Context: an optimization exercise on an open-source flow, tuned for small area, a short achievable clock period and few clock cycles per item. The choices shown serve that exercise and are no tape-out recipe.
At most, simulation tests tie the RTL to the original design; equivalence was not proved.
No activity file was given, so power comes from the tool's default toggle rates.

== run a ==
==> flow/design.v <==
`timescale 1ns / 1ps
module sort_top ( t_go, t_rst, t_clk, t_n, t_wr_en, t_wr_addr, t_wr_data, t_sorted_data, t_done);
input t_go, t_rst, t_clk;
input [5:0] t_n;
input t_wr_en;
input [4:0] t_wr_addr;
input [7:0] t_wr_data;
output [7:0] t_sorted_data;
output t_done;
localparam N = 32;
reg [7:0] v [0:N-1];
reg       go_q, wv_q;
reg [5:0] n_q;
reg [4:0] wa_q;
reg [7:0] wd_q;
reg       sorting;       
reg       outp;          
reg       phase;         
reg [5:0] cnt;           
wire idle = ~sorting & ~outp;
wire go = idle & go_q;
wire round = go | sorting;
wire rphase = sorting & phase;     
function gt8(input [7:0] x, input [7:0] y);
  reg [7:0] g, l;
  reg [3:0] g1, l1;
  reg [1:0] g2, l2;
  integer i;
  begin
    g = x & ~y;
    l = ~x & y;
    for (i = 0; i < 4; i = i + 1) begin
      g1[i] = g[2*i+1] | (~l[2*i+1] & g[2*i]);
      l1[i] = l[2*i+1] | (~g[2*i+1] & l[2*i]);
    end
    for (i = 0; i < 2; i = i + 1) begin
      g2[i] = g1[2*i+1] | (~l1[2*i+1] & g1[2*i]);
      l2[i] = l1[2*i+1] | (~g1[2*i+1] & l1[2*i]);
    end
    gt8 = g2[1] | (~l2[1] & g2[0]);
  end
endfunction
wire [N-2:0] sw;
genvar k;
generate
  for (k = 0; k < N-1; k = k + 1) begin : g_pair
    wire in_n = (n_q > k + 1);
    wire par = (k % 2 == 1);
    assign sw[k] = round & (rphase == par) & in_n & gt8(v[k], v[k+1]);
  end
endgenerate
generate
  for (k = 0; k < N; k = k + 1) begin : g_cell
    wire s_wr    = idle & wv_q & (wa_q == k);
    wire s_right = outp | ((k < N-1) ? sw[(k < N-1) ? k : 0] : 1'b0);
    wire s_left  = (k > 0) ? sw[(k > 0) ? k-1 : 0] : 1'b0;
    wire s_hold  = ~(s_wr | s_right | s_left);
    wire [7:0] vr = (k < N-1) ? v[(k < N-1) ? k+1 : k] : 8'd0;
    wire [7:0] vf = (k > 0) ? v[(k > 0) ? k-1 : k] : 8'd0;
    always @(posedge t_clk)
      v[k] <= ({8{s_wr}} & wd_q) | ({8{s_right}} & vr) | ({8{s_left}} & vf) | ({8{s_hold}} & v[k]);
  end
endgenerate
assign t_sorted_data = v[0];
assign t_done = outp;
always @(posedge t_clk) begin
  n_q <= t_n;
  wa_q <= t_wr_addr;
  wd_q <= t_wr_data;
  if (t_rst) begin
    go_q <= 1'b0;
    wv_q <= 1'b0;
  end else begin
    go_q <= t_go;
    wv_q <= t_wr_en;
  end
end
always @(posedge t_clk) begin
  if (t_rst) begin
    sorting <= 1'b0;
    outp <= 1'b0;
  end else if (go) begin
    phase <= 1'b1;
    if (n_q == 6'd1) begin
      outp <= 1'b1;
      cnt <= n_q;
    end else begin
      sorting <= 1'b1;
      cnt <= n_q - 6'd1;
    end
  end else if (sorting) begin
    phase <= ~phase;
    if (cnt == 6'd1) begin
      sorting <= 1'b0;
      outp <= 1'b1;
      cnt <= n_q;
    end else begin
      cnt <= cnt - 6'd1;
    end
  end else if (outp) begin
    if (cnt == 6'd1) outp <= 1'b0;
    cnt <= cnt - 6'd1;
  end
end
endmodule
Settings: LEC_CHECK=0, CAP_MARGIN=20, CORE_MARGIN=2, CORE_UTILIZATION=40, PLACE_DENSITY=0.5, SETUP_SLACK_MARGIN=4.0, SLEW_MARGIN=20; clock period 6.5 ns.
run.sh (not shown) runs the stock make flow with config.mk's settings and CLKGATE_MAP_FILE= SYNTH_SCRIPT=/design/flow/synth_recipe.tcl, a recipe that flattens the netlist after the stock synthesis.
Testbench counts of run a, summed over its fixed seeds: cycles 4,999, items 1,645.
Setup changes, run a to run b
--- a/flow/design.v
+++ b/flow/design.v
@@ -9,16 +9,12 @@
 output t_done;
 localparam N = 32;
 reg [7:0] v [0:N-1];
-reg       go_q, wv_q;
-reg [5:0] n_q;
-reg [4:0] wa_q;
-reg [7:0] wd_q;
 reg       sorting;       
 reg       outp;          
 reg       phase;         
 reg [5:0] cnt;           
 wire idle = ~sorting & ~outp;
-wire go = idle & go_q;
+wire go = idle & t_go;
 wire round = go | sorting;
 wire rphase = sorting & phase;     
 function gt8(input [7:0] x, input [7:0] y);
@@ -44,56 +40,44 @@
 genvar k;
 generate
   for (k = 0; k < N-1; k = k + 1) begin : g_pair
-    wire in_n = (n_q > k + 1);
+    wire in_n = (t_n > k + 1);
     wire par = (k % 2 == 1);
     assign sw[k] = round & (rphase == par) & in_n & gt8(v[k], v[k+1]);
   end
 endgenerate
 generate
   for (k = 0; k < N; k = k + 1) begin : g_cell
-    wire s_wr    = idle & wv_q & (wa_q == k);
+    wire s_wr    = idle & t_wr_en & (t_wr_addr == k);
     wire s_right = outp | ((k < N-1) ? sw[(k < N-1) ? k : 0] : 1'b0);
     wire s_left  = (k > 0) ? sw[(k > 0) ? k-1 : 0] : 1'b0;
     wire s_hold  = ~(s_wr | s_right | s_left);
     wire [7:0] vr = (k < N-1) ? v[(k < N-1) ? k+1 : k] : 8'd0;
     wire [7:0] vf = (k > 0) ? v[(k > 0) ? k-1 : k] : 8'd0;
     always @(posedge t_clk)
-      v[k] <= ({8{s_wr}} & wd_q) | ({8{s_right}} & vr) | ({8{s_left}} & vf) | ({8{s_hold}} & v[k]);
+      v[k] <= ({8{s_wr}} & t_wr_data) | ({8{s_right}} & vr) | ({8{s_left}} & vf) | ({8{s_hold}} & v[k]);
   end
 endgenerate
 assign t_sorted_data = v[0];
 assign t_done = outp;
-always @(posedge t_clk) begin
-  n_q <= t_n;
-  wa_q <= t_wr_addr;
-  wd_q <= t_wr_data;
-  if (t_rst) begin
-    go_q <= 1'b0;
-    wv_q <= 1'b0;
-  end else begin
-    go_q <= t_go;
-    wv_q <= t_wr_en;
-  end
-end
 always @(posedge t_clk) begin
   if (t_rst) begin
     sorting <= 1'b0;
     outp <= 1'b0;
   end else if (go) begin
     phase <= 1'b1;
-    if (n_q == 6'd1) begin
+    if (t_n == 6'd1) begin
       outp <= 1'b1;
-      cnt <= n_q;
+      cnt <= t_n;
     end else begin
       sorting <= 1'b1;
-      cnt <= n_q - 6'd1;
+      cnt <= t_n - 6'd1;
     end
   end else if (sorting) begin
     phase <= ~phase;
     if (cnt == 6'd1) begin
       sorting <= 1'b0;
       outp <= 1'b1;
-      cnt <= n_q;
+      cnt <= t_n;
     end else begin
       cnt <= cnt - 6'd1;
     end
Results
Against run a, run b reports a share of power burned in the clock network that is lower. Worst hold slack improves in run b relative to run a. v[0][2]$_DFF_P_ as the worst setup path startpoint was reported by run a, and t_go by run b. As of run b, power had risen by more than 10% compared to run a. Run b against run a: total core area lower, slack of the critical path lower, routed wire length higher. Run b vs. run a: share of the clock period used by the worst path increased 4.9 points; met3 track demand over resource in global routing decreased 0.81 points; sequential cell count decreased about 7%. Lower die area among run a and run b: run b. On clock insertion delay at the later pin of the skew report, run a and run b are neck and neck.
Only the layout flow was run in run b; the RTL was not checked for function there.


the previous run:
Another version of the RTL of sort_top (not shown whole).
For scale: roughly 290 flip-flops, roughly 32 I/O pins, roughly 0.017 sq mm of cells after synthesis.
==> module sort_top, before the edit <==
module sort_top ( t_go, t_rst, t_clk, t_n, t_wr_en, t_wr_addr, t_wr_data, t_sorted_data, t_done);
input t_go, t_rst, t_clk;
input [5:0] t_n;
input t_wr_en;
input [4:0] t_wr_addr;
input [7:0] t_wr_data;
output [7:0] t_sorted_data;
output t_done;
localparam R = 2;        
localparam C = 16;       
reg [7:0] v [0:R-1][0:C-1];
reg       act_e;         
reg       act_o;         
reg       merge;         
reg       calm1;         
reg       calm2;         
reg [4:0] cnt;           
reg [4:0] rl [0:R-1];    
reg [7:0] out_q;
reg       done_q;
reg       idle;          
function gt8(input [7:0] x, input [7:0] y);
  reg [7:0] g, l;
  reg [3:0] g1, l1;
  reg [1:0] g2, l2;
  integer i;
  begin
    g = x & ~y;
    l = ~x & y;
    for (i = 0; i < 4; i = i + 1) begin
      g1[i] = g[2*i+1] | (~l[2*i+1] & g[2*i]);
      l1[i] = l[2*i+1] | (~g[2*i+1] & l[2*i]);
    end
    for (i = 0; i < 2; i = i + 1) begin
      g2[i] = g1[2*i+1] | (~l1[2*i+1] & g1[2*i]);
      l2[i] = l1[2*i+1] | (~g1[2*i+1] & l1[2*i]);
    end
    gt8 = g2[1] | (~l2[1] & g2[0]);
  end
endfunction
wire [C-2:0] sw [0:R-1];
wire [R-1:0] row_sw;
wire [R-1:0] hv;
wire [R-1:0] win;
reg          b_lt;
assign win[0] = hv[0] & (~hv[1] | ~b_lt);
assign win[1] = hv[1] & (~hv[0] | b_lt);
wire [R-1:0] adv;
assign adv[0] = (merge & win[0]) | sw[0][0];
assign adv[1] = (merge & win[1]) | sw[1][0];
wire b_lt_next = adv[0] ? (adv[1] ? gt8(v[0][1], v[1][1]) : gt8(v[0][1], v[1][0]))
                        : (adv[1] ? gt8(v[0][0], v[1][1]) : gt8(v[0][0], v[1][0]));
genvar r, j, q;
generate
  for (r = 0; r < R; r = r + 1) begin : g_row
    for (j = 0; j < C-1; j = j + 1) begin : g_pair
      wire act = (j % 2 == 1) ? act_o : (act_e | (idle & t_go));
      assign sw[r][j] = act & (t_n > R * (j + 1) + r) & gt8(v[r][j], v[r][j+1]);
    end
    assign row_sw[r] = |sw[r];
    assign hv[r] = (rl[r] != 5'd0);
  end
endgenerate
generate
  for (r = 0; r < R; r = r + 1) begin : g_rc
    for (j = 0; j < C; j = j + 1) begin : g_cell
      wire s_wr    = t_wr_en & (t_wr_addr == R * j + r);
      wire s_right = (merge & win[r]) | ((j < C-1) ? sw[r][(j < C-1) ? j : 0] : 1'b0);
      wire s_left  = (j > 0) ? sw[r][(j > 0) ? j-1 : 0] : 1'b0;
      wire s_hold  = ~(s_wr | s_right | s_left);
      wire [7:0] vr = (j < C-1) ? v[r][(j < C-1) ? j+1 : j] : 8'd0;
      wire [7:0] vf = (j > 0) ? v[r][(j > 0) ? j-1 : j] : 8'd0;
      always @(posedge t_clk)
        v[r][j] <= ({8{s_wr}} & t_wr_data) | ({8{s_right}} & vr) | ({8{s_left}} & vf) | ({8{s_hold}} & v[r][j]);
    end
    always @(posedge t_clk) begin
      if (idle)
        rl[r] <= (t_n + (R - 1 - r)) >> 1;
      else if (merge & win[r])
        rl[r] <= rl[r] - 5'd1;
    end
  end
endgenerate
wire [7:0] head_min = ({8{win[0]}} & v[0][0]) | ({8{win[1]}} & v[1][0]);
assign t_sorted_data = out_q;
assign t_done = done_q;
always @(posedge t_clk) begin
  out_q <= head_min;
  b_lt <= b_lt_next;
  if (t_rst) begin
    act_e <= 1'b0;
    act_o <= 1'b0;
    merge <= 1'b0;
    idle <= 1'b1;
    done_q <= 1'b0;
  end else begin
    done_q <= merge;
    if (idle) begin
      idle <= ~t_go;
      if (t_go) begin
        if (t_n <= 6'd2)
          merge <= 1'b1;
        else
          act_o <= 1'b1;
      end
      cnt <= ((t_n + 6'd1) >> 1) - 5'd1;
      calm1 <= ~(|row_sw);
      calm2 <= 1'b0;
    end else if (act_e | act_o) begin
      calm1 <= ~(|row_sw);
      calm2 <= calm1;
      if (cnt == 5'd1 || (calm1 && calm2)) begin
        act_e <= 1'b0;
        act_o <= 1'b0;
        merge <= 1'b1;
      end else begin
        act_e <= act_o;
        act_o <= act_e;
        cnt <= cnt - 5'd1;
      end
    end else begin
      if ((rl[0] == 5'd1 && rl[1] == 5'd0) || (rl[0] == 5'd0 && rl[1] == 5'd1)) begin
        merge <= 1'b0;
        idle <= 1'b1;
      end
    end
  end
end
endmodule
export LEC_CHECK = 0
export CAP_MARGIN = 20
export CORE_MARGIN = 2
export CORE_UTILIZATION = 40
export PLACE_DENSITY = 0.5
export SETUP_SLACK_MARGIN = 4.2
export SLEW_MARGIN = 20
create_clock -name core_clock -period 6.5 [get_ports {t_clk}]
standard.sh (not shown) runs the stock make flow with config.mk's settings and CLKGATE_MAP_FILE= SYNTH_SCRIPT=/design/flow/synth_recipe.tcl, a recipe that flattens the netlist after the stock synthesis.
==> flow/flow/run.sh <==
#!/bin/bash
# The standard layout (standard.sh), except that abc maps the logic with an
# area-oriented script (flow/area.abc) in place of ORFS's speed script, and
# that the make variables listed in flow/make_args.txt (one per line) are
# added to ORFS's make command line. The synthesis is otherwise
# synth_recipe.tcl unchanged, so the registers and their names are the
# standard synthesis's. Each tool's output goes to a log here.
set -euo pipefail
W=$PWD
{
  printf 'proc abc {args} {\n'
  printf '  set i [lsearch -exact $args -script]\n'
  printf '  if {$i >= 0} { lset args [expr {$i + 1}] %s }\n' "$W/flow/area.abc"
  printf '  yosys abc {*}$args\n'
  printf '}\n'
  cat "$W/synth_recipe.tcl"
} > "$W/area_synth.tcl"
EXTRA=""
if [[ -f "$W/flow/make_args.txt" ]]; then
  while IFS= read -r line; do
    [[ -n "$line" ]] && EXTRA+=" '$line'"
  done < "$W/flow/make_args.txt"
fi
sed -e "s#SYNTH_SCRIPT=[^ ]*synth_recipe.tcl#SYNTH_SCRIPT=$W/area_synth.tcl#" \
    -e "s#^make -C \([^ ]*\) #make -C \1$EXTRA #" "$W/standard.sh" > "$W/area_standard.sh"
grep -q "SYNTH_SCRIPT=$W/area_synth.tcl" "$W/area_standard.sh"
bash "$W/area_standard.sh" > "$W/make.log" 2>&1
==> flow/flow/area.abc <==
strash
dch
map -a
topo
stime -c
==> flow/flow/make_args.txt <==
MATCH_CELL_FOOTPRINT=0
BUFFER_PORTS_ARGS=-buffer_cell sky130_fd_sc_hd__buf_4
Edits applied to the flow inputs when going from the previous run to the current run:
diff --git a/flow/design.v b/flow/design.v
--- a/flow/design.v
+++ b/flow/design.v
@@ -17,6 +17,7 @@
 reg       calm2;         
 reg [4:0] cnt;           
 reg [4:0] rl [0:R-1];    
+reg [5:0] n_q;           
 reg [7:0] out_q;
 reg       done_q;
 reg       idle;          
@@ -55,8 +56,8 @@
 generate
   for (r = 0; r < R; r = r + 1) begin : g_row
     for (j = 0; j < C-1; j = j + 1) begin : g_pair
-      wire act = (j % 2 == 1) ? act_o : (act_e | (idle & t_go));
-      assign sw[r][j] = act & (t_n > R * (j + 1) + r) & gt8(v[r][j], v[r][j+1]);
+      wire act = (j % 2 == 1) ? act_o : act_e;
+      assign sw[r][j] = act & (n_q > R * (j + 1) + r) & gt8(v[r][j], v[r][j+1]);
     end
     assign row_sw[r] = |sw[r];
     assign hv[r] = (rl[r] != 5'd0);
@@ -86,6 +87,7 @@
 assign t_sorted_data = out_q;
 assign t_done = done_q;
 always @(posedge t_clk) begin
+  n_q <= t_n;
   out_q <= head_min;
   b_lt <= b_lt_next;
   if (t_rst) begin
@@ -97,15 +99,10 @@
   end else begin
     done_q <= merge;
     if (idle) begin
+      act_e <= t_go;
       idle <= ~t_go;
-      if (t_go) begin
-        if (t_n <= 6'd2)
-          merge <= 1'b1;
-        else
-          act_o <= 1'b1;
-      end
-      cnt <= ((t_n + 6'd1) >> 1) - 5'd1;
-      calm1 <= ~(|row_sw);
+      cnt <= (t_n + 6'd1) >> 1;
+      calm1 <= 1'b0;
       calm2 <= 1'b0;
     end else if (act_e | act_o) begin
       calm1 <= ~(|row_sw);
## What came out
Changes observed in the current run relative to the previous run: share of power burned in combinational logic went down 3.7 points, simple logic cell fraction of the synthesized area went down.
Diff the previous run -> the current run: worst-case setup slack after placement +0.49 ns, net switching power figure +about 1%, cell count along the critical path -1.
Setup WNS the previous run -> the current run: better
Summary of the current run over the previous run: total power picked up an extra about 0.6%, part of the power in registers picked up an extra 4.0 points, wire length of the first global-routing pass lost 3900 microns.
On clock transition at the register clock pins on the worst setup and hold paths after CTS, the previous run and the current run are basically level.
Power consumed by combinational cells ends up lower on the current run.
Diff the previous run -> the current run: cell count after placement moved down; maximum vdd ir drop about even.
Testbench counts of the current run, summed over its fixed seeds: cycles 4,189, items 1,645.
For the previous run, only the layout was checked, not whether the RTL still works.

port drivers added, routing unchanged:
The flow's constraints put no driver on any port. The routed layouts listed below were extracted and timed again, unchanged, in two steps.
Step 1 assumes that a clkbuf_16 drives the clock port and a buf_2 every other input.
Step 2 times the ports against the registers' clock, not the clock port: input delays grow and output delays shrink by t, the midpoint of the rising clock arrivals with the driver on.
Slacks: ideal ports / drivers / drivers and shift; pairs: ideal ports / drivers.
run	t, ns	slack for setup (ns)	hold slack, ns	worst setup path at the end
run a	0.609	4.021 / 3.964 / 3.677	0.485 / 0.485 / 0.485	input to register
run b	0.607	3.700 / 3.682 / 3.076	0.522 / 0.522 / 0.522	input to register
the previous run	0.605	3.621 / 3.576 / 2.971	0.468 / 0.468 / 0.468	input to register
the current run	0.617	4.168 / 4.149 / 3.658	0.477 / 0.477 / 0.477	input to register
After both steps every run listed still meets setup and hold. For the previous run, which loses most, drivers alone change the setup slack by -0.045 ns; drivers and shift together by -0.650 ns.
